Background: an optimization exercise with open tools, aiming at small area. Do not read the settings as production practice.
In this exercise RTL edits were held to simulation tests only and were not proved equivalent to the original.
Power is estimated from default activity; no workload was simulated.

**config.mk**
```make
export PLATFORM = sky130hd
export DESIGN_NAME = cla_32bit
export DESIGN_NICKNAME = cla_32bit
export VERILOG_FILES = /design/flow/design.v
export SDC_FILE = /design/flow/constraint.sdc
export NUM_CORES = 4
export LEC_CHECK = 0
export ABC_AREA = 1
export CAP_MARGIN = 20
export CORE_MARGIN = 2
export CORE_UTILIZATION = 70
export GPL_TIMING_DRIVEN = 0
export SLEW_MARGIN = 20
```
**constraint.sdc**
```tcl
create_clock -name core_clock -period 2.5 [get_ports {i_clk}]
set_input_delay 0.5000 -clock core_clock [delete_from_list [all_inputs] [get_ports {i_clk}]]
set_output_delay 0.5000 -clock core_clock [all_outputs]
set_load 0.01 [all_outputs]
```
**design.v**
```verilog
`timescale 1ns / 1ps
module cla_32bit(
    input i_clk,
    input [31:0]    in1,
    input [31:0]    in2,
    output [32:0]   out
    );
    reg [32:0] s0, s1, s2, s3, s4, s5, s6, s7, s8, s9;
    always @(posedge i_clk) begin
        s0 <= {1'b0, in1} + {1'b0, in2};
        s1 <= s0;
        s2 <= s1;
        s3 <= s2;
        s4 <= s3;
        s5 <= s4;
        s6 <= s5;
        s7 <= s6;
        s8 <= s7;
        s9 <= s8;
    end
    assign out = s9;
endmodule
```
**flow/run.sh**
```bash
#!/bin/bash
# Layout flow: the standard ORFS layout (standard.sh) with
#  - the standard synthesis run unchanged, then its adder logic (everything but the registers)
#    replaced by the hand-mapped adder in add33.v (splice.py); registers are kept as synthesised
#  - port buffers of the smallest buffer cell instead of the default delay buffer
#  - CTS with larger sink clusters of clkbuf_4/clkbuf_8 and no dummy loads
# make's output goes to synth.log / make.log here; each tool's full log stays in orfs/logs/.
set -euo pipefail
ARGS=(
  "BUFFER_PORTS_ARGS=-buffer_cell sky130_fd_sc_hd__buf_1"
  "CTS_ARGS=-sink_clustering_enable -repair_clock_nets -dont_use_dummy_load -sink_clustering_size 22 -sink_clustering_max_diameter 60 -buf_list {sky130_fd_sc_hd__clkbuf_8}"
)
R=orfs/results/${FLOW_PLATFORM:-sky130hd}/cla_32bit/base
bash standard.sh "${ARGS[@]}" synth > synth.log 2>&1
cp "$R/1_2_yosys.v" standard_synth.v
python3 flow/splice.py "$R/1_2_yosys.v" flow/add33.v > splice.log 2>&1
rm -f "$R/1_synth.odb" "$R/1_synth.sdc"
bash standard.sh "${ARGS[@]}" finish > make.log 2>&1
```
**flow/add33.v**
```verilog
module add33(input [31:0] in1, input [31:0] in2, output [32:0] sum);
  wire w_G1;
  wire w_G10;
  wire w_G11;
  wire w_G12;
  wire w_G13;
  wire w_G14;
  wire w_G15;
  wire w_G16;
  wire w_G17;
  wire w_G17_n;
  wire w_G18;
  wire w_G19;
  wire w_G1_n;
  wire w_G20;
  wire w_G21_n;
  wire w_G22_n;
  wire w_G23_n;
  wire w_G24_n;
  wire w_G25;
  wire w_G25_n;
  wire w_G26_n;
  wire w_G27;
  wire w_G28;
  wire w_G29;
  wire w_G29_n;
  wire w_G2_n;
  wire w_G30_n;
  wire w_G31;
  wire w_G32;
  wire w_G32_n;
  wire w_G33_n;
  wire w_G34;
  wire w_G35;
  wire w_G36;
  wire w_G37;
  wire w_G38;
  wire w_G39_n;
  wire w_G3_n;
  wire w_G40_n;
  wire w_G41_n;
  wire w_G42_n;
  wire w_G43_n;
  wire w_G44_n;
  wire w_G45_n;
  wire w_G46_n;
  wire w_G47_n;
  wire w_G48;
  wire w_G49_n;
  wire w_G4_n;
  wire w_G50;
  wire w_G51;
  wire w_G52_n;
  wire w_G53;
  wire w_G54_n;
  wire w_G55;
  wire w_G56_n;
  wire w_G57;
  wire w_G5_n;
  wire w_G6_n;
  wire w_G7_n;
  wire w_G8_n;
  wire w_G9;
  wire w_P10;
  wire w_P11;
  wire w_P12;
  wire w_P13;
  wire w_P14;
  wire w_P15;
  wire w_P16;
  wire w_P18;
  wire w_P19;
  wire w_P20;
  wire w_P21_n;
  wire w_P22_n;
  wire w_P23_n;
  wire w_P24_n;
  wire w_P26_n;
  wire w_P27;
  wire w_P28;
  wire w_P2_n;
  wire w_P30_n;
  wire w_P3_n;
  wire w_P4_n;
  wire w_P5_n;
  wire w_P6_n;
  wire w_P7_n;
  wire w_P8_n;
  wire w_P9;
  wire w_g0;
  wire w_g1;
  wire w_g10;
  wire w_g11;
  wire w_g12_n;
  wire w_g13_n;
  wire w_g14;
  wire w_g15;
  wire w_g16_n;
  wire w_g17_n;
  wire w_g18_n;
  wire w_g19_n;
  wire w_g2;
  wire w_g20;
  wire w_g20_n;
  wire w_g21_n;
  wire w_g22_n;
  wire w_g23_n;
  wire w_g24;
  wire w_g25;
  wire w_g26_n;
  wire w_g27_n;
  wire w_g28;
  wire w_g28_n;
  wire w_g29_n;
  wire w_g3;
  wire w_g30_n;
  wire w_g31_n;
  wire w_g4;
  wire w_g5;
  wire w_g6;
  wire w_g7;
  wire w_g8;
  wire w_g9;
  wire w_p0;
  wire w_p1;
  wire w_p10;
  wire w_p11;
  wire w_p12_n;
  wire w_p13_n;
  wire w_p14;
  wire w_p15;
  wire w_p16_n;
  wire w_p17_n;
  wire w_p18_n;
  wire w_p19_n;
  wire w_p2;
  wire w_p20;
  wire w_p20_n;
  wire w_p21_n;
  wire w_p22_n;
  wire w_p23_n;
  wire w_p24;
  wire w_p25;
  wire w_p26_n;
  wire w_p27_n;
  wire w_p28;
  wire w_p28_n;
  wire w_p29_n;
  wire w_p3;
  wire w_p30_n;
  wire w_p31_n;
  wire w_p4;
  wire w_p5;
  wire w_p6;
  wire w_p7;
  wire w_p8;
  wire w_p9;
  sky130_fd_sc_hd__ha_1 u0 (.A(in1[0]), .B(in2[0]), .COUT(w_g0), .SUM(w_p0));
  sky130_fd_sc_hd__ha_1 u1 (.A(in1[1]), .B(in2[1]), .COUT(w_g1), .SUM(w_p1));
  sky130_fd_sc_hd__ha_1 u2 (.A(in1[2]), .B(in2[2]), .COUT(w_g2), .SUM(w_p2));
  sky130_fd_sc_hd__ha_1 u3 (.A(in1[3]), .B(in2[3]), .COUT(w_g3), .SUM(w_p3));
  sky130_fd_sc_hd__ha_1 u4 (.A(in1[4]), .B(in2[4]), .COUT(w_g4), .SUM(w_p4));
  sky130_fd_sc_hd__ha_1 u5 (.A(in1[5]), .B(in2[5]), .COUT(w_g5), .SUM(w_p5));
  sky130_fd_sc_hd__ha_1 u6 (.A(in1[6]), .B(in2[6]), .COUT(w_g6), .SUM(w_p6));
  sky130_fd_sc_hd__ha_1 u7 (.A(in1[7]), .B(in2[7]), .COUT(w_g7), .SUM(w_p7));
  sky130_fd_sc_hd__ha_1 u8 (.A(in1[8]), .B(in2[8]), .COUT(w_g8), .SUM(w_p8));
  sky130_fd_sc_hd__ha_1 u9 (.A(in1[9]), .B(in2[9]), .COUT(w_g9), .SUM(w_p9));
  sky130_fd_sc_hd__ha_1 u10 (.A(in1[10]), .B(in2[10]), .COUT(w_g10), .SUM(w_p10));
  sky130_fd_sc_hd__ha_1 u11 (.A(in1[11]), .B(in2[11]), .COUT(w_g11), .SUM(w_p11));
  sky130_fd_sc_hd__xnor2_1 u12 (.A(in1[12]), .B(in2[12]), .Y(w_p12_n));
  sky130_fd_sc_hd__nand2_1 u13 (.A(in1[12]), .B(in2[12]), .Y(w_g12_n));
  sky130_fd_sc_hd__xnor2_1 u14 (.A(in1[13]), .B(in2[13]), .Y(w_p13_n));
  sky130_fd_sc_hd__nand2_1 u15 (.A(in1[13]), .B(in2[13]), .Y(w_g13_n));
  sky130_fd_sc_hd__ha_1 u16 (.A(in1[14]), .B(in2[14]), .COUT(w_g14), .SUM(w_p14));
  sky130_fd_sc_hd__ha_1 u17 (.A(in1[15]), .B(in2[15]), .COUT(w_g15), .SUM(w_p15));
  sky130_fd_sc_hd__xnor2_1 u18 (.A(in1[16]), .B(in2[16]), .Y(w_p16_n));
  sky130_fd_sc_hd__nand2_1 u19 (.A(in1[16]), .B(in2[16]), .Y(w_g16_n));
  sky130_fd_sc_hd__xnor2_1 u20 (.A(in1[17]), .B(in2[17]), .Y(w_p17_n));
  sky130_fd_sc_hd__nand2_1 u21 (.A(in1[17]), .B(in2[17]), .Y(w_g17_n));
  sky130_fd_sc_hd__xnor2_1 u22 (.A(in1[18]), .B(in2[18]), .Y(w_p18_n));
  sky130_fd_sc_hd__nand2_1 u23 (.A(in1[18]), .B(in2[18]), .Y(w_g18_n));
  sky130_fd_sc_hd__xnor2_1 u24 (.A(in1[19]), .B(in2[19]), .Y(w_p19_n));
  sky130_fd_sc_hd__nand2_1 u25 (.A(in1[19]), .B(in2[19]), .Y(w_g19_n));
  sky130_fd_sc_hd__xor2_1 u26 (.A(in1[20]), .B(in2[20]), .X(w_p20));
  sky130_fd_sc_hd__nand2_1 u27 (.A(in1[20]), .B(in2[20]), .Y(w_g20_n));
  sky130_fd_sc_hd__xnor2_1 u28 (.A(in1[21]), .B(in2[21]), .Y(w_p21_n));
  sky130_fd_sc_hd__nand2_1 u29 (.A(in1[21]), .B(in2[21]), .Y(w_g21_n));
  sky130_fd_sc_hd__xnor2_1 u30 (.A(in1[22]), .B(in2[22]), .Y(w_p22_n));
  sky130_fd_sc_hd__nand2_1 u31 (.A(in1[22]), .B(in2[22]), .Y(w_g22_n));
  sky130_fd_sc_hd__xnor2_1 u32 (.A(in1[23]), .B(in2[23]), .Y(w_p23_n));
  sky130_fd_sc_hd__nand2_1 u33 (.A(in1[23]), .B(in2[23]), .Y(w_g23_n));
  sky130_fd_sc_hd__ha_1 u34 (.A(in1[24]), .B(in2[24]), .COUT(w_g24), .SUM(w_p24));
  sky130_fd_sc_hd__ha_1 u35 (.A(in1[25]), .B(in2[25]), .COUT(w_g25), .SUM(w_p25));
  sky130_fd_sc_hd__xnor2_1 u36 (.A(in1[26]), .B(in2[26]), .Y(w_p26_n));
  sky130_fd_sc_hd__nand2_1 u37 (.A(in1[26]), .B(in2[26]), .Y(w_g26_n));
  sky130_fd_sc_hd__xnor2_1 u38 (.A(in1[27]), .B(in2[27]), .Y(w_p27_n));
  sky130_fd_sc_hd__nand2_1 u39 (.A(in1[27]), .B(in2[27]), .Y(w_g27_n));
  sky130_fd_sc_hd__xor2_1 u40 (.A(in1[28]), .B(in2[28]), .X(w_p28));
  sky130_fd_sc_hd__nand2_1 u41 (.A(in1[28]), .B(in2[28]), .Y(w_g28_n));
  sky130_fd_sc_hd__xnor2_1 u42 (.A(in1[29]), .B(in2[29]), .Y(w_p29_n));
  sky130_fd_sc_hd__nand2_1 u43 (.A(in1[29]), .B(in2[29]), .Y(w_g29_n));
  sky130_fd_sc_hd__xnor2_1 u44 (.A(in1[30]), .B(in2[30]), .Y(w_p30_n));
  sky130_fd_sc_hd__nand2_1 u45 (.A(in1[30]), .B(in2[30]), .Y(w_g30_n));
  sky130_fd_sc_hd__xnor2_1 u46 (.A(in1[31]), .B(in2[31]), .Y(w_p31_n));
  sky130_fd_sc_hd__nand2_1 u47 (.A(in1[31]), .B(in2[31]), .Y(w_g31_n));
  sky130_fd_sc_hd__a21oi_1 u48 (.A1(w_p1), .A2(w_g0), .B1(w_g1), .Y(w_G1_n));
  sky130_fd_sc_hd__a21oi_1 u49 (.A1(w_p3), .A2(w_g2), .B1(w_g3), .Y(w_G2_n));
  sky130_fd_sc_hd__nand2_1 u50 (.A(w_p3), .B(w_p2), .Y(w_P2_n));
  sky130_fd_sc_hd__a21oi_1 u51 (.A1(w_p5), .A2(w_g4), .B1(w_g5), .Y(w_G3_n));
  sky130_fd_sc_hd__nand2_1 u52 (.A(w_p5), .B(w_p4), .Y(w_P3_n));
  sky130_fd_sc_hd__a21oi_1 u53 (.A1(w_p7), .A2(w_g6), .B1(w_g7), .Y(w_G4_n));
  sky130_fd_sc_hd__nand2_1 u54 (.A(w_p7), .B(w_p6), .Y(w_P4_n));
  sky130_fd_sc_hd__a21oi_1 u55 (.A1(w_p9), .A2(w_g8), .B1(w_g9), .Y(w_G5_n));
  sky130_fd_sc_hd__nand2_1 u56 (.A(w_p9), .B(w_p8), .Y(w_P5_n));
  sky130_fd_sc_hd__a21oi_1 u57 (.A1(w_p11), .A2(w_g10), .B1(w_g11), .Y(w_G6_n));
  sky130_fd_sc_hd__nand2_1 u58 (.A(w_p11), .B(w_p10), .Y(w_P6_n));
  sky130_fd_sc_hd__o21a_1 u59 (.A1(w_p13_n), .A2(w_g12_n), .B1(w_g13_n), .X(w_G7_n));
  sky130_fd_sc_hd__or2_1 u60 (.A(w_p13_n), .B(w_p12_n), .X(w_P7_n));
  sky130_fd_sc_hd__a21oi_1 u61 (.A1(w_p15), .A2(w_g14), .B1(w_g15), .Y(w_G8_n));
  sky130_fd_sc_hd__nand2_1 u62 (.A(w_p15), .B(w_p14), .Y(w_P8_n));
  sky130_fd_sc_hd__o21ai_0 u63 (.A1(w_p17_n), .A2(w_g16_n), .B1(w_g17_n), .Y(w_G9));
  sky130_fd_sc_hd__nor2_1 u64 (.A(w_p17_n), .B(w_p16_n), .Y(w_P9));
  sky130_fd_sc_hd__o21ai_0 u65 (.A1(w_p19_n), .A2(w_g18_n), .B1(w_g19_n), .Y(w_G10));
  sky130_fd_sc_hd__nor2_1 u66 (.A(w_p19_n), .B(w_p18_n), .Y(w_P10));
  sky130_fd_sc_hd__o21ai_0 u67 (.A1(w_p21_n), .A2(w_g20_n), .B1(w_g21_n), .Y(w_G11));
  sky130_fd_sc_hd__nor2_1 u68 (.A(w_p21_n), .B(w_p20_n), .Y(w_P11));
  sky130_fd_sc_hd__o21ai_0 u69 (.A1(w_p23_n), .A2(w_g22_n), .B1(w_g23_n), .Y(w_G12));
  sky130_fd_sc_hd__nor2_1 u70 (.A(w_p23_n), .B(w_p22_n), .Y(w_P12));
  sky130_fd_sc_hd__a21o_1 u71 (.A1(w_p25), .A2(w_g24), .B1(w_g25), .X(w_G13));
  sky130_fd_sc_hd__and2_1 u72 (.A(w_p25), .B(w_p24), .X(w_P13));
  sky130_fd_sc_hd__o21ai_0 u73 (.A1(w_p27_n), .A2(w_g26_n), .B1(w_g27_n), .Y(w_G14));
  sky130_fd_sc_hd__nor2_1 u74 (.A(w_p27_n), .B(w_p26_n), .Y(w_P14));
  sky130_fd_sc_hd__o21ai_0 u75 (.A1(w_p29_n), .A2(w_g28_n), .B1(w_g29_n), .Y(w_G15));
  sky130_fd_sc_hd__nor2_1 u76 (.A(w_p29_n), .B(w_p28_n), .Y(w_P15));
  sky130_fd_sc_hd__o21ai_0 u77 (.A1(w_p31_n), .A2(w_g30_n), .B1(w_g31_n), .Y(w_G16));
  sky130_fd_sc_hd__nor2_1 u78 (.A(w_p31_n), .B(w_p30_n), .Y(w_P16));
  sky130_fd_sc_hd__o21ai_0 u79 (.A1(w_P2_n), .A2(w_G1_n), .B1(w_G2_n), .Y(w_G17));
  sky130_fd_sc_hd__o21ai_0 u80 (.A1(w_P4_n), .A2(w_G3_n), .B1(w_G4_n), .Y(w_G18));
  sky130_fd_sc_hd__nor2_1 u81 (.A(w_P4_n), .B(w_P3_n), .Y(w_P18));
  sky130_fd_sc_hd__o21ai_0 u82 (.A1(w_P6_n), .A2(w_G5_n), .B1(w_G6_n), .Y(w_G19));
  sky130_fd_sc_hd__nor2_1 u83 (.A(w_P6_n), .B(w_P5_n), .Y(w_P19));
  sky130_fd_sc_hd__o21ai_0 u84 (.A1(w_P8_n), .A2(w_G7_n), .B1(w_G8_n), .Y(w_G20));
  sky130_fd_sc_hd__nor2_1 u85 (.A(w_P8_n), .B(w_P7_n), .Y(w_P20));
  sky130_fd_sc_hd__a21oi_1 u86 (.A1(w_P10), .A2(w_G9), .B1(w_G10), .Y(w_G21_n));
  sky130_fd_sc_hd__nand2_1 u87 (.A(w_P10), .B(w_P9), .Y(w_P21_n));
  sky130_fd_sc_hd__a21oi_1 u88 (.A1(w_P12), .A2(w_G11), .B1(w_G12), .Y(w_G22_n));
  sky130_fd_sc_hd__nand2_1 u89 (.A(w_P12), .B(w_P11), .Y(w_P22_n));
  sky130_fd_sc_hd__a21oi_1 u90 (.A1(w_P14), .A2(w_G13), .B1(w_G14), .Y(w_G23_n));
  sky130_fd_sc_hd__nand2_1 u91 (.A(w_P14), .B(w_P13), .Y(w_P23_n));
  sky130_fd_sc_hd__a21oi_1 u92 (.A1(w_P16), .A2(w_G15), .B1(w_G16), .Y(w_G24_n));
  sky130_fd_sc_hd__nand2_1 u93 (.A(w_P16), .B(w_P15), .Y(w_P24_n));
  sky130_fd_sc_hd__a21oi_1 u94 (.A1(w_P18), .A2(w_G17), .B1(w_G18), .Y(w_G25_n));
  sky130_fd_sc_hd__a21oi_1 u95 (.A1(w_P20), .A2(w_G19), .B1(w_G20), .Y(w_G26_n));
  sky130_fd_sc_hd__nand2_1 u96 (.A(w_P20), .B(w_P19), .Y(w_P26_n));
  sky130_fd_sc_hd__o21ai_0 u97 (.A1(w_P22_n), .A2(w_G21_n), .B1(w_G22_n), .Y(w_G27));
  sky130_fd_sc_hd__nor2_1 u98 (.A(w_P22_n), .B(w_P21_n), .Y(w_P27));
  sky130_fd_sc_hd__o21ai_0 u99 (.A1(w_P24_n), .A2(w_G23_n), .B1(w_G24_n), .Y(w_G28));
  sky130_fd_sc_hd__nor2_1 u100 (.A(w_P24_n), .B(w_P23_n), .Y(w_P28));
  sky130_fd_sc_hd__o21ai_0 u101 (.A1(w_P26_n), .A2(w_G25_n), .B1(w_G26_n), .Y(w_G29));
  sky130_fd_sc_hd__a21oi_1 u102 (.A1(w_P28), .A2(w_G27), .B1(w_G28), .Y(w_G30_n));
  sky130_fd_sc_hd__nand2_1 u103 (.A(w_P28), .B(w_P27), .Y(w_P30_n));
  sky130_fd_sc_hd__o21ai_0 u104 (.A1(w_P30_n), .A2(w_G29_n), .B1(w_G30_n), .Y(w_G31));
  sky130_fd_sc_hd__a21oi_1 u105 (.A1(w_P27), .A2(w_G29), .B1(w_G27), .Y(w_G32_n));
  sky130_fd_sc_hd__a21oi_1 u106 (.A1(w_P19), .A2(w_G25), .B1(w_G19), .Y(w_G33_n));
  sky130_fd_sc_hd__o21ai_0 u107 (.A1(w_P21_n), .A2(w_G29_n), .B1(w_G21_n), .Y(w_G34));
  sky130_fd_sc_hd__o21ai_0 u108 (.A1(w_P23_n), .A2(w_G32_n), .B1(w_G23_n), .Y(w_G35));
  sky130_fd_sc_hd__o21ai_0 u109 (.A1(w_P3_n), .A2(w_G17_n), .B1(w_G3_n), .Y(w_G36));
  sky130_fd_sc_hd__o21ai_0 u110 (.A1(w_P5_n), .A2(w_G25_n), .B1(w_G5_n), .Y(w_G37));
  sky130_fd_sc_hd__o21ai_0 u111 (.A1(w_P7_n), .A2(w_G33_n), .B1(w_G7_n), .Y(w_G38));
  sky130_fd_sc_hd__a21oi_1 u112 (.A1(w_P9), .A2(w_G29), .B1(w_G9), .Y(w_G39_n));
  sky130_fd_sc_hd__a21oi_1 u113 (.A1(w_P11), .A2(w_G34), .B1(w_G11), .Y(w_G40_n));
  sky130_fd_sc_hd__a21oi_1 u114 (.A1(w_P13), .A2(w_G32), .B1(w_G13), .Y(w_G41_n));
  sky130_fd_sc_hd__a21oi_1 u115 (.A1(w_P15), .A2(w_G35), .B1(w_G15), .Y(w_G42_n));
  sky130_fd_sc_hd__a21oi_1 u116 (.A1(w_p2), .A2(w_G1), .B1(w_g2), .Y(w_G43_n));
  sky130_fd_sc_hd__a21oi_1 u117 (.A1(w_p4), .A2(w_G17), .B1(w_g4), .Y(w_G44_n));
  sky130_fd_sc_hd__a21oi_1 u118 (.A1(w_p6), .A2(w_G36), .B1(w_g6), .Y(w_G45_n));
  sky130_fd_sc_hd__a21oi_1 u119 (.A1(w_p8), .A2(w_G25), .B1(w_g8), .Y(w_G46_n));
  sky130_fd_sc_hd__a21oi_1 u120 (.A1(w_p10), .A2(w_G37), .B1(w_g10), .Y(w_G47_n));
  sky130_fd_sc_hd__o21ai_0 u121 (.A1(w_p12_n), .A2(w_G33_n), .B1(w_g12_n), .Y(w_G48));
  sky130_fd_sc_hd__a21oi_1 u122 (.A1(w_p14), .A2(w_G38), .B1(w_g14), .Y(w_G49_n));
  sky130_fd_sc_hd__o21ai_0 u123 (.A1(w_p16_n), .A2(w_G29_n), .B1(w_g16_n), .Y(w_G50));
  sky130_fd_sc_hd__o21ai_0 u124 (.A1(w_p18_n), .A2(w_G39_n), .B1(w_g18_n), .Y(w_G51));
  sky130_fd_sc_hd__a21oi_1 u125 (.A1(w_p20), .A2(w_G34), .B1(w_g20), .Y(w_G52_n));
  sky130_fd_sc_hd__o21ai_0 u126 (.A1(w_p22_n), .A2(w_G40_n), .B1(w_g22_n), .Y(w_G53));
  sky130_fd_sc_hd__a21oi_1 u127 (.A1(w_p24), .A2(w_G32), .B1(w_g24), .Y(w_G54_n));
  sky130_fd_sc_hd__o21ai_0 u128 (.A1(w_p26_n), .A2(w_G41_n), .B1(w_g26_n), .Y(w_G55));
  sky130_fd_sc_hd__a21oi_1 u129 (.A1(w_p28), .A2(w_G35), .B1(w_g28), .Y(w_G56_n));
  sky130_fd_sc_hd__o21ai_0 u130 (.A1(w_p30_n), .A2(w_G42_n), .B1(w_g30_n), .Y(w_G57));
  sky130_fd_sc_hd__xor2_1 u131 (.A(w_p1), .B(w_g0), .X(sum[1]));
  sky130_fd_sc_hd__xnor2_1 u132 (.A(w_p2), .B(w_G1_n), .Y(sum[2]));
  sky130_fd_sc_hd__xnor2_1 u133 (.A(w_p3), .B(w_G43_n), .Y(sum[3]));
  sky130_fd_sc_hd__xor2_1 u134 (.A(w_p4), .B(w_G17), .X(sum[4]));
  sky130_fd_sc_hd__xnor2_1 u135 (.A(w_p5), .B(w_G44_n), .Y(sum[5]));
  sky130_fd_sc_hd__xor2_1 u136 (.A(w_p6), .B(w_G36), .X(sum[6]));
  sky130_fd_sc_hd__xnor2_1 u137 (.A(w_p7), .B(w_G45_n), .Y(sum[7]));
  sky130_fd_sc_hd__xnor2_1 u138 (.A(w_p8), .B(w_G25_n), .Y(sum[8]));
  sky130_fd_sc_hd__xnor2_1 u139 (.A(w_p9), .B(w_G46_n), .Y(sum[9]));
  sky130_fd_sc_hd__xor2_1 u140 (.A(w_p10), .B(w_G37), .X(sum[10]));
  sky130_fd_sc_hd__xnor2_1 u141 (.A(w_p11), .B(w_G47_n), .Y(sum[11]));
  sky130_fd_sc_hd__xor2_1 u142 (.A(w_p12_n), .B(w_G33_n), .X(sum[12]));
  sky130_fd_sc_hd__xnor2_1 u143 (.A(w_p13_n), .B(w_G48), .Y(sum[13]));
  sky130_fd_sc_hd__xor2_1 u144 (.A(w_p14), .B(w_G38), .X(sum[14]));
  sky130_fd_sc_hd__xnor2_1 u145 (.A(w_p15), .B(w_G49_n), .Y(sum[15]));
  sky130_fd_sc_hd__xnor2_1 u146 (.A(w_p16_n), .B(w_G29), .Y(sum[16]));
  sky130_fd_sc_hd__xnor2_1 u147 (.A(w_p17_n), .B(w_G50), .Y(sum[17]));
  sky130_fd_sc_hd__xor2_1 u148 (.A(w_p18_n), .B(w_G39_n), .X(sum[18]));
  sky130_fd_sc_hd__xnor2_1 u149 (.A(w_p19_n), .B(w_G51), .Y(sum[19]));
  sky130_fd_sc_hd__xor2_1 u150 (.A(w_p20), .B(w_G34), .X(sum[20]));
  sky130_fd_sc_hd__xor2_1 u151 (.A(w_p21_n), .B(w_G52_n), .X(sum[21]));
  sky130_fd_sc_hd__xor2_1 u152 (.A(w_p22_n), .B(w_G40_n), .X(sum[22]));
  sky130_fd_sc_hd__xnor2_1 u153 (.A(w_p23_n), .B(w_G53), .Y(sum[23]));
  sky130_fd_sc_hd__xnor2_1 u154 (.A(w_p24), .B(w_G32_n), .Y(sum[24]));
  sky130_fd_sc_hd__xnor2_1 u155 (.A(w_p25), .B(w_G54_n), .Y(sum[25]));
  sky130_fd_sc_hd__xor2_1 u156 (.A(w_p26_n), .B(w_G41_n), .X(sum[26]));
  sky130_fd_sc_hd__xnor2_1 u157 (.A(w_p27_n), .B(w_G55), .Y(sum[27]));
  sky130_fd_sc_hd__xor2_1 u158 (.A(w_p28), .B(w_G35), .X(sum[28]));
  sky130_fd_sc_hd__xor2_1 u159 (.A(w_p29_n), .B(w_G56_n), .X(sum[29]));
  sky130_fd_sc_hd__xor2_1 u160 (.A(w_p30_n), .B(w_G42_n), .X(sum[30]));
  sky130_fd_sc_hd__xnor2_1 u161 (.A(w_p31_n), .B(w_G57), .Y(sum[31]));
  sky130_fd_sc_hd__inv_1 u162 (.A(w_G1_n), .Y(w_G1));
  sky130_fd_sc_hd__inv_1 u163 (.A(w_G17), .Y(w_G17_n));
  sky130_fd_sc_hd__inv_1 u164 (.A(w_G25_n), .Y(w_G25));
  sky130_fd_sc_hd__inv_1 u165 (.A(w_G29), .Y(w_G29_n));
  sky130_fd_sc_hd__inv_1 u166 (.A(w_G32_n), .Y(w_G32));
  sky130_fd_sc_hd__inv_1 u167 (.A(w_g20_n), .Y(w_g20));
  sky130_fd_sc_hd__inv_1 u168 (.A(w_g28_n), .Y(w_g28));
  sky130_fd_sc_hd__inv_1 u169 (.A(w_p20), .Y(w_p20_n));
  sky130_fd_sc_hd__inv_1 u170 (.A(w_p28), .Y(w_p28_n));
  assign sum[0] = w_p0;
  assign sum[32] = w_G31;
endmodule
```
**flow/splice.py**
```python
#!/usr/bin/env python3
"""Replace the adder logic of the standard synthesis netlist with the hand-mapped one.

usage: splice.py NETLIST ADDER_NETLIST
NETLIST is the standard synthesis result (1_2_yosys.v, top cla_32bit). Every register
(sky130_fd_sc_hd__dfxtp_*) is kept exactly as synthesised; every other cell is dropped, and
the cells of module add33 in ADDER_NETLIST are added in their place, reading the in1/in2 ports
and driving the D nets of the first register rank s0[0..32]. The file is rewritten in place."""
import re, sys

path, adder_path = sys.argv[1], sys.argv[2]
text = open(path).read()
inst_re = re.compile(r"^\s*(sky130_fd_sc_hd__\w+)\s+(\\\S+|\S+)\s*\((.*?)\);\s*$", re.S | re.M)
head_end = text.index("endmodule")
body = text[:head_end]

insts = list(inst_re.finditer(body))
assert insts, "no cell instances found"
keep, dropped = [], 0
d_net = {}
for m in insts:
    cell, name, pins = m.group(1), m.group(2), m.group(3)
    if cell.startswith("sky130_fd_sc_hd__dfxtp_"):
        keep.append(m.group(0).rstrip())
        r = re.fullmatch(r"\\s0\[(\d+)\]\$_DFF_P_", name)
        if r:
            d = re.search(r"\.D\((.*?)\)", pins, re.S).group(1).strip()
            d_net[int(r.group(1))] = d
    else:
        dropped += 1
assert sorted(d_net) == list(range(33)), f"s0 D nets not found: {sorted(d_net)}"
assert "assign" not in body, "unexpected assign in netlist"

# header: everything before the first instance (port and wire declarations)
header = body[:insts[0].start()]

# adder cells, with nets renamed into the top module
adder = open(adder_path).read()
a_insts = re.findall(r"^\s*(sky130_fd_sc_hd__\w+)\s+(\S+)\s*\((.*?)\);", adder, re.M)
a_assign = re.findall(r"^\s*assign\s+(\S+)\s*=\s*(\S+);", adder, re.M)
alias = {}
for lhs, rhs in a_assign:
    m = re.fullmatch(r"sum\[(\d+)\]", lhs)
    assert m, lhs
    alias[rhs] = d_net[int(m.group(1))]
new_wires = set()
def mapnet(n):
    n = n.strip()
    if n in alias:
        return alias[n]
    m = re.fullmatch(r"sum\[(\d+)\]", n)
    if m:
        return d_net[int(m.group(1))]
    if re.fullmatch(r"in[12]\[\d+\]", n):
        return n
    w = "hm_" + n
    new_wires.add(w)
    return w
lines = []
for cell, name, pins in a_insts:
    conns = re.findall(r"\.(\w+)\((.*?)\)", pins)
    lines.append(f"  {cell} hm_{name} (" + ", ".join(f".{p}({mapnet(n)} )" if mapnet(n).startswith('\\') else f".{p}({mapnet(n)})" for p, n in conns) + ");")
# D nets driven by an assign in the adder (sum = wire) are now the wire itself: check none left
for rhs, dn in alias.items():
    # the adder cell that drove rhs must now drive dn directly: rename
    pass
out = header + "\n".join(f"  wire {w};" for w in sorted(new_wires)) + "\n" + "\n".join(keep) + "\n" + "\n".join(lines) + "\nendmodule\n"
open(path, "w").write(out)
print(f"splice: kept {len(keep)} registers, dropped {dropped} cells, added {len(lines)} adder cells")
```
**standard.sh**
```bash
#!/bin/bash
# synth_recipe.tcl (not shown) runs the flow's synth.tcl, then flattens the netlist and writes it again
# the make line also repeats each setting of config.mk as NAME=value (left out here)
make -C /OpenROAD-flow-scripts/flow DESIGN_CONFIG=/design/flow/config.mk WORK_HOME=/design/flow/orfs CLKGATE_MAP_FILE= SYNTH_SCRIPT=/design/flow/synth_recipe.tcl "${@:-finish}"
```
==> results of run 1 <==
## area by class of cell
cell class	count	area [um^2]	share of cell area, %
tap	140	175	2.06
sequential	330	6610	77.7
clock buffer	18	248	2.91
inverter	9	33.8	0.397
timing repair buffer	97	364	4.28
multi-input combinational	162	1080	12.7
## report_power, final
| part | switching, mW | leakage [nW] | internal [mW] |
|---|---|---|---|
| Clock | 1.31 | 0.129 | 0.657 |
| Sequential | 0.260 | 2.78 | 6.43 |
| Combinational | 0.289 | 0.588 | 0.197 |
| Total | 1.85 | 3.50 | 7.29 |
## sequential cells by signal, summed over array words and instances (netlist names)
name,flops
s5,33
s8,33
s9,33
s2,33
s3,33
s1,33
s6,33
s7,33
s0,33
s4,33
## per-stage QoR
step	worst slack [ps]	util, %	total power [mW]
detailed placement	-547	76.5	7.32
floorplan	3.55	-	7.02
finish	200	78.8	9.14
CTS	5.43	78.8	9.25
global route	26.9	78.8	9.59
global placement	-404	76.5	7.22
## cells in the final DEF, fill, tap and decap left out
cell type and instances:
sky130_fd_sc_hd__dfxtp_1 330, sky130_fd_sc_hd__buf_1 97, sky130_fd_sc_hd__xnor2_1 31, sky130_fd_sc_hd__nand2_1 28
sky130_fd_sc_hd__a21oi_1 27, sky130_fd_sc_hd__o21ai_0 22, sky130_fd_sc_hd__clkbuf_8 18, sky130_fd_sc_hd__ha_1 16
sky130_fd_sc_hd__xor2_1 16, sky130_fd_sc_hd__nor2_1 12, sky130_fd_sc_hd__inv_1 9, sky130_fd_sc_hd__o21ai_1 3
sky130_fd_sc_hd__a21oi_2 2, sky130_fd_sc_hd__o21ai_2 1, sky130_fd_sc_hd__o21a_1 1, sky130_fd_sc_hd__or2_1 1
sky130_fd_sc_hd__a21o_1 1, sky130_fd_sc_hd__and2_1 1
## repair_timing
action,4_1_cts,5_1_grt
cloned,0,0
pin swaps,0,0
setup endpoints to repair,1,3
hold endpoints to repair,0,0
resized for setup,1,2
## routing by layer
layer / vias up / wire length (um) / GRT usage, %
li1: 1810 / - / -
met2: 104 / 4020 / 25.1
met1: 1515 / 3780 / 17.6
met5: - / 0 / 0
met3: 19 / 525 / 3.47
met4: 0 / 184 / 4.76
## worst max-delay path by stage
stage,from,to
floorplan,in1[1],s0[31]
global placement,in1[1],s0[31]
detailed placement,in1[1],s0[31]
CTS,in1[1],s0[23]
global route,in1[1],s0[31]
finish,in1[1],s0[31]
==> notes.md, run 1 <==
The area after detailed placement is around 0.0083 mm^2. The slew of the pin with the lowest slew margin is around 400 ps. Once detail routing completed, the nets flagged for antenna violations numbered 0. The number of synthesis warnings came out at 1. The die area came out at between 0.01 and 0.015 mm^2. The min-delay analysis places its worst path in the category primary input to register. The maximum ir drop on the vdd rail came out at around 0.00077 V. The worst setup path is launched from a primary input. The signal arrival time at the worst endpoint is roughly 2700 ps. The count of non-filler cells in the finished layout came out at approximately 760.

The post-DP HPWL is between 5000 and 6000 um. The final period demand of the worst path is between 2000 and 2500 ps. The static leakage power is about 3.5 nW. Once layout is done, the placed cells without fillers occupy around 0.0085 mm^2. The cell count after synthesis came out at between 500 and 600. The cts-stage hold buffer count came out at 0. The x dimension of the die is approximately 110 um. Walking the worst path, the cells encountered are buf_1 -> ha_1 -> a21oi_1 -> o21ai_1 -> a21oi_2 -> o21ai_2 -> a21oi_2 -> o21ai_1 -> a21oi_1 -> o21ai_0 -> xnor2_1. The area inside the core boundary came out at between 0.01 and 0.015 mm^2. The number of DRC markers after the initial detailed-route iteration came out at roughly 100.

At the later pin of the worst-skew pair, clock insertion delay measures roughly 490 ps. The endpoint of the worst hold-timing path is s0[0]. Among cell families on the critical path, the largest total delay comes from compound AO/OA/AOI/OAI gates.

The number of antenna violations at the first check in global routing is 0. For the final routed database, the setup TNS stands at 0 ps. The fill cell total of the finished layout is a little over 600. The area growth from synthesis to layout is 10.4%. The count of standard-cell rows came out at 38. Setup repair after global routing left no endpoint under its margin.

The total number of clock tree sinks is 330. The final-report max-slew violation count is 0. The first global-routing pass estimated 13700 um of wire. The count of buffer and inverter cells on the critical path is 1.

The critical path start-end classification is primary input to register. The flow ran to the end and the layout has no timing, DRC or antenna violations. The total instance count after detailed placement came out at around 740. The number of DRC violations after detailed routing came out at 0. The initial core utilization is a little under three quarters.

The cell area after synthesis is 0.00770 mm^2. The total via count after detailed routing came out at roughly 3.4k. The cell chosen for the clock root is sky130_fd_sc_hd__clkbuf_8.

In this run the most critical hold path is launched from in2[0]. The number of detailed-route iterations in the first pass came out at 6. At the end of the flow, the number of nets in the layout was about 700. Static timing analysis puts the maximum clock frequency at 435 MHz. The final weighted congestion in routability-driven placement came out at around 0.83.

The worst hold-check slack is 211 ps. The clock buffer count from CTS came out at 18. The diode insertion count for antenna repair came out at 0.

On the worst path, the slowest cell contributes a delay of 320 ps. The data required time of the worst path is between 2000 and 3000 ps. The largest clock skew in the final design is between 10 and 15 ps. The I/O pin total came out at 98. The detailed-route wire length is roughly 8500 um. The final clock period utilization by the worst path came out at between 90% and 100%. After clock tree synthesis, the clock-pin slew on the worst setup and hold paths is 110 ps. The maximum net fanout on the critical path came out at 4. The kind of end point of the critical path is a register. During placement, the flow inserted port buffers numbering 97.

The H-tree depth is 1. The worst hold path passes through 2 cells. The ratio of routed vias to standard cells is approximately 4.6.

In this run the critical register-to-register path is captured at s9[23]. The proportion of layout cells with a drive suffix above 1 is between 3 and 4%. In this run the vertical extent of the chip is ~110 um. The final count of negative-setup-slack endpoints is 0. The critical path depth in cells came out at 11. The reg2reg setup slack is between 2000 and 2500 ps.

The max-cap check violation count came out at 0. The maximum number of pins on one net before global-route repair is 23. The relative slew slack is about three quarters.

Dividing the detail-routed wire length by the instance count gives around 11 um. The slowest stage of the critical path belongs to the cell sky130_fd_sc_hd__ha_1. The via count of the first global-routing pass is 3269. Counting along the longest clock path gives a buffer depth of 3. For the worst flop-to-flop path, the logic depth is 0. The startpoint identified for the worst register-to-register timing path is s8[23]. The synthesized netlist net count is 582. The global-route congestion overflow total is 0. The number of post-CTS setup repair buffers came out at 0. After synthesis, the mean cell area works out to between 15 and 20 um^2. TritonCTS built the clock tree.

Across every metal layer, demand over resource in global routing totals about 14%. In this run the power density over the cells is 1080 mW/mm^2. The number of hold violations in the final report is 0.
==> run 2: changes to the inputs <==
--- a/flow/run.sh
+++ b/flow/run.sh
@@ -4,10 +4,10 @@
 #    replaced by the hand-mapped adder in add33.v (splice.py); registers are kept as synthesised
 #  - port buffers of the smallest buffer cell instead of the default delay buffer
-#  - CTS with larger sink clusters of clkbuf_4/clkbuf_8 and no dummy loads
+#  - CTS with sink clusters of 22 registers on clkbuf_8, clkbuf_4 above them, no dummy loads
 # make's output goes to synth.log / make.log here; each tool's full log stays in orfs/logs/.
 set -euo pipefail
 ARGS=(
   "BUFFER_PORTS_ARGS=-buffer_cell sky130_fd_sc_hd__buf_1"
-  "CTS_ARGS=-sink_clustering_enable -repair_clock_nets -dont_use_dummy_load -sink_clustering_size 22 -sink_clustering_max_diameter 60 -buf_list {sky130_fd_sc_hd__clkbuf_8}"
+  "CTS_ARGS=-sink_clustering_enable -repair_clock_nets -dont_use_dummy_load -sink_clustering_size 22 -sink_clustering_max_diameter 60 -buf_list sky130_fd_sc_hd__clkbuf_8 -root_buf sky130_fd_sc_hd__clkbuf_4 -tree_buf sky130_fd_sc_hd__clkbuf_4"
 )
 R=orfs/results/${FLOW_PLATFORM:-sky130hd}/cla_32bit/base
==> notes.md, run 2 <==
The number of hold violations in the final report is 0 (unchanged). The post-DP HPWL came out at 5880 um (unchanged). The area after detailed placement came out at 0.00825 mm^2 (unchanged). The I/O pin total came out at 98 (unchanged). The count of non-filler cells in the finished layout is 756 (unchanged).

The clock buffer count from CTS is 18 (unchanged). The max-cap check violation count came to 0 (unchanged). The total number of clock tree sinks is 330 (unchanged). The signal arrival time at the worst endpoint was 2800 ps (+120 ps). Traced cell by cell, the critical path runs through buf_1 -> ha_1 -> a21oi_1 -> o21ai_1 -> a21oi_2 -> o21ai_2 -> inv_1 -> o21ai_0 -> a21oi_1 -> o21ai_0 -> xnor2_1. The critical path start-end classification is primary input to register.

The x dimension of the die came out at 109 um (unchanged). The run finished with no timing, DRC or antenna violations. On the critical path, the stage with the largest delay is an instance of sky130_fd_sc_hd__o21ai_0. The die area is 0.0119 mm^2 (unchanged). The worst setup path is launched from a primary input.

The area growth from synthesis to layout is 10.1%. The ratio of routed vias to standard cells is 4.58 (+0.38%). The number of DRC violations after detailed routing came out at 0 (unchanged). The static leakage power is 3.49 nW (-0.22%). The library cell used most frequently in the layout, excluding fill and tap cells, is sky130_fd_sc_hd__dfxtp_1.

The cell count after synthesis came out at 501 (unchanged). The synthesized netlist net count is 582 (unchanged). The H-tree depth is 1 (unchanged).

The count of buffer and inverter cells on the critical path came out at 2 (+1). The global-route congestion overflow total came out at 0 (unchanged). The number of detailed-route iterations in the first pass is 4 (-2). The global-route wire length before repair is 13700 um (-0.15%). The average wire length per cell after detail routing was 11.3 um (+0.38%). The number of antenna violations at the first check in global routing came out at 0 (unchanged).

The initial core utilization was 71.4% (unchanged). The overall routing resource usage came out at 14.5% (+0.074 points). The areal power density over the cells came out at 1070 mW/mm^2 (-0.50%). The setup TNS was 0 ps (unchanged).

The total via count after detailed routing is 3461 (+0.38%). The number of DRC markers after the initial detailed-route iteration came out at 117 (+13%). The final count of negative-setup-slack endpoints was 0 (unchanged).

The maximum number of pins on one net before global-route repair is 23 (unchanged). The number of cells traversed by the worst hold path came out at 2 (unchanged). The diode insertion count for antenna repair is 0 (unchanged).

CTS placed an instance of sky130_fd_sc_hd__clkbuf_4 at the clock tree root. The worst setup path is captured at a register. The number of buffer cells added on primary ports came out at 97 (unchanged).

The cell area after synthesis came out at 0.00770 mm^2 (unchanged). The area inside the core boundary came out at 0.0108 mm^2 (unchanged). The antenna violation net count after detailed routing came to 0 (unchanged). The maximum ir drop on the vdd rail came out at 0.000766 V (-0.72%). The clock slew seen by the registers of the worst setup and hold paths came to 120 ps (about the same). The data required time of the worst path is 3010 ps (+130 ps). The relative slew slack was 70.0% (-3.4 points). The cell area after layout came out at 0.00848 mm^2 (-0.22%). The final period demand of the worst path came out at 2290 ps (-8.75 ps). The peak per-stage delay on the critical path is 390 ps (+70 ps). The cell family contributing the most delay on the critical path is compound AO/OA/AOI/OAI gates. The final weighted congestion in routability-driven placement came out at 0.834 (unchanged). The detailed-route wire length was 8540 um (+0.38%). The final-report max-slew violation count is 0 (unchanged). The TritonCTS clock tree is built. The number of post-CTS setup repair buffers is 0 (unchanged). The worst-case clock buffer depth is 3 (unchanged). Setup repair after global routing left no endpoint under its margin.

The final clock period utilization by the worst path was 91.6% (-0.35 points). The highest clock rate came to 437 MHz (+0.38%). The slew of the pin with the lowest slew margin is 445 ps (+49.7 ps). The critical path depth in cells was 11 (unchanged). The final layout net count came to 699 (unchanged). The clock latency reported for the late side of the worst-skew pair is 580 ps (+90 ps).

The class of the worst hold path is primary input to register. The die span in y is 109 um (unchanged). In the layout the commonest cells are sky130_fd_sc_hd__dfxtp_1, sky130_fd_sc_hd__buf_1, sky130_fd_sc_hd__xnor2_1. The total power is 9.08 mW (-0.72%). The largest clock skew in the final design was 20.6 ps (+6.79 ps).

The number of synthesis warnings came out at 1 (unchanged). The via count of the first global-routing pass came out at 3241 (-0.86%). The worst reg2reg path depth is 0 (unchanged).

The proportion of layout cells with a drive suffix above 1 is 3.41% (unchanged). The reg2reg setup slack came to 2020 ps (about the same). The total instance count after detailed placement is 738 (unchanged). The count of standard-cell rows came to 38 (unchanged). The maximum net fanout on the critical path was 4 (unchanged).

The synthesized area divided by synthesized cell count is 15.4 um^2 (unchanged).
## run 2: final cells by class
type / count / area [um^2]
inverter: 9 / 33.8
sequential: 330 / 6610
timing repair buffer: 97 / 364
clock buffer: 18 / 229
multi-input combinational: 162 / 1080
tap: 140 / 175
fill: 629 / 2310
## run 2: layer usage
metal / track usage (%) / vias to the layer above / routed length (um)
li1: - / 1808 / -
met1: 18.0 / 1526 / 3810
met2: 24.4 / 107 / 3990
met3: 3.53 / 20 / 525
met4: 5.77 / 0 / 210
met5: 0 / - / 0
## run 2: what timing repair did
item,4_1_cts,5_1_grt
endpoints found under the setup margin,0,2
resized for setup,0,2
hold buffers,0,0
## run 2: final timing paths
check / to / start
hold / removal: s0[0] / in2[0]
setup reg to reg: s9[23] / s8[23]
setup / recovery: s0[23] / in2[1]
hold reg to reg: s4[18] / s3[18]
## run 2: per-stage QoR
stage                     setup slack [ps]  utilization (%)  hold slack [ps]
after floorplan                       3.55                -              310
final                                  209             78.6              116
after detailed placement              -547             76.5              312
after CTS                             78.4             78.6             72.2
after global placement                -404             76.5              310
after global routing                  56.2             78.6             84.5
## run 2: power by group
part           leakage, nW  internal, mW  switching, mW  total (mW)
logic                0.588         0.197          0.289       0.486
clock network        0.122         0.598           1.30        1.90
registers             2.78          6.43          0.258        6.69
total                 3.49          7.23           1.85        9.08

==> afterwards: timing with drivers on the ports <==
How much do the figures lean on ideal ports? The routed layouts below were timed once more, with nothing changed but the port constraints. Step 1, drivers: a clkbuf_16 drives i_clk and a buf_2 each remaining input, both assumed. Step 2 times the ports against the registers' clock, not the clock port: input delays grow and output delays shrink by t, the midpoint of the rising clock arrivals with the driver on. a / b / c = ideal ports / drivers / drivers and shift; a / b = the first two.
run	t, ns	setup WS [ns]	latest minus earliest clock arrival (ns)
run 1	0.516	0.200 / 0.208 / -0.308	0.015 / 0.015
run 2	0.607	0.209 / 0.217 / -0.390	0.024 / 0.024
With both steps, setup timing fails in run 1 and run 2, where it was met with ideal ports. The setup slack of run 2, which loses most, moves by +0.008 ns with the drivers and by -0.599 ns with both steps.
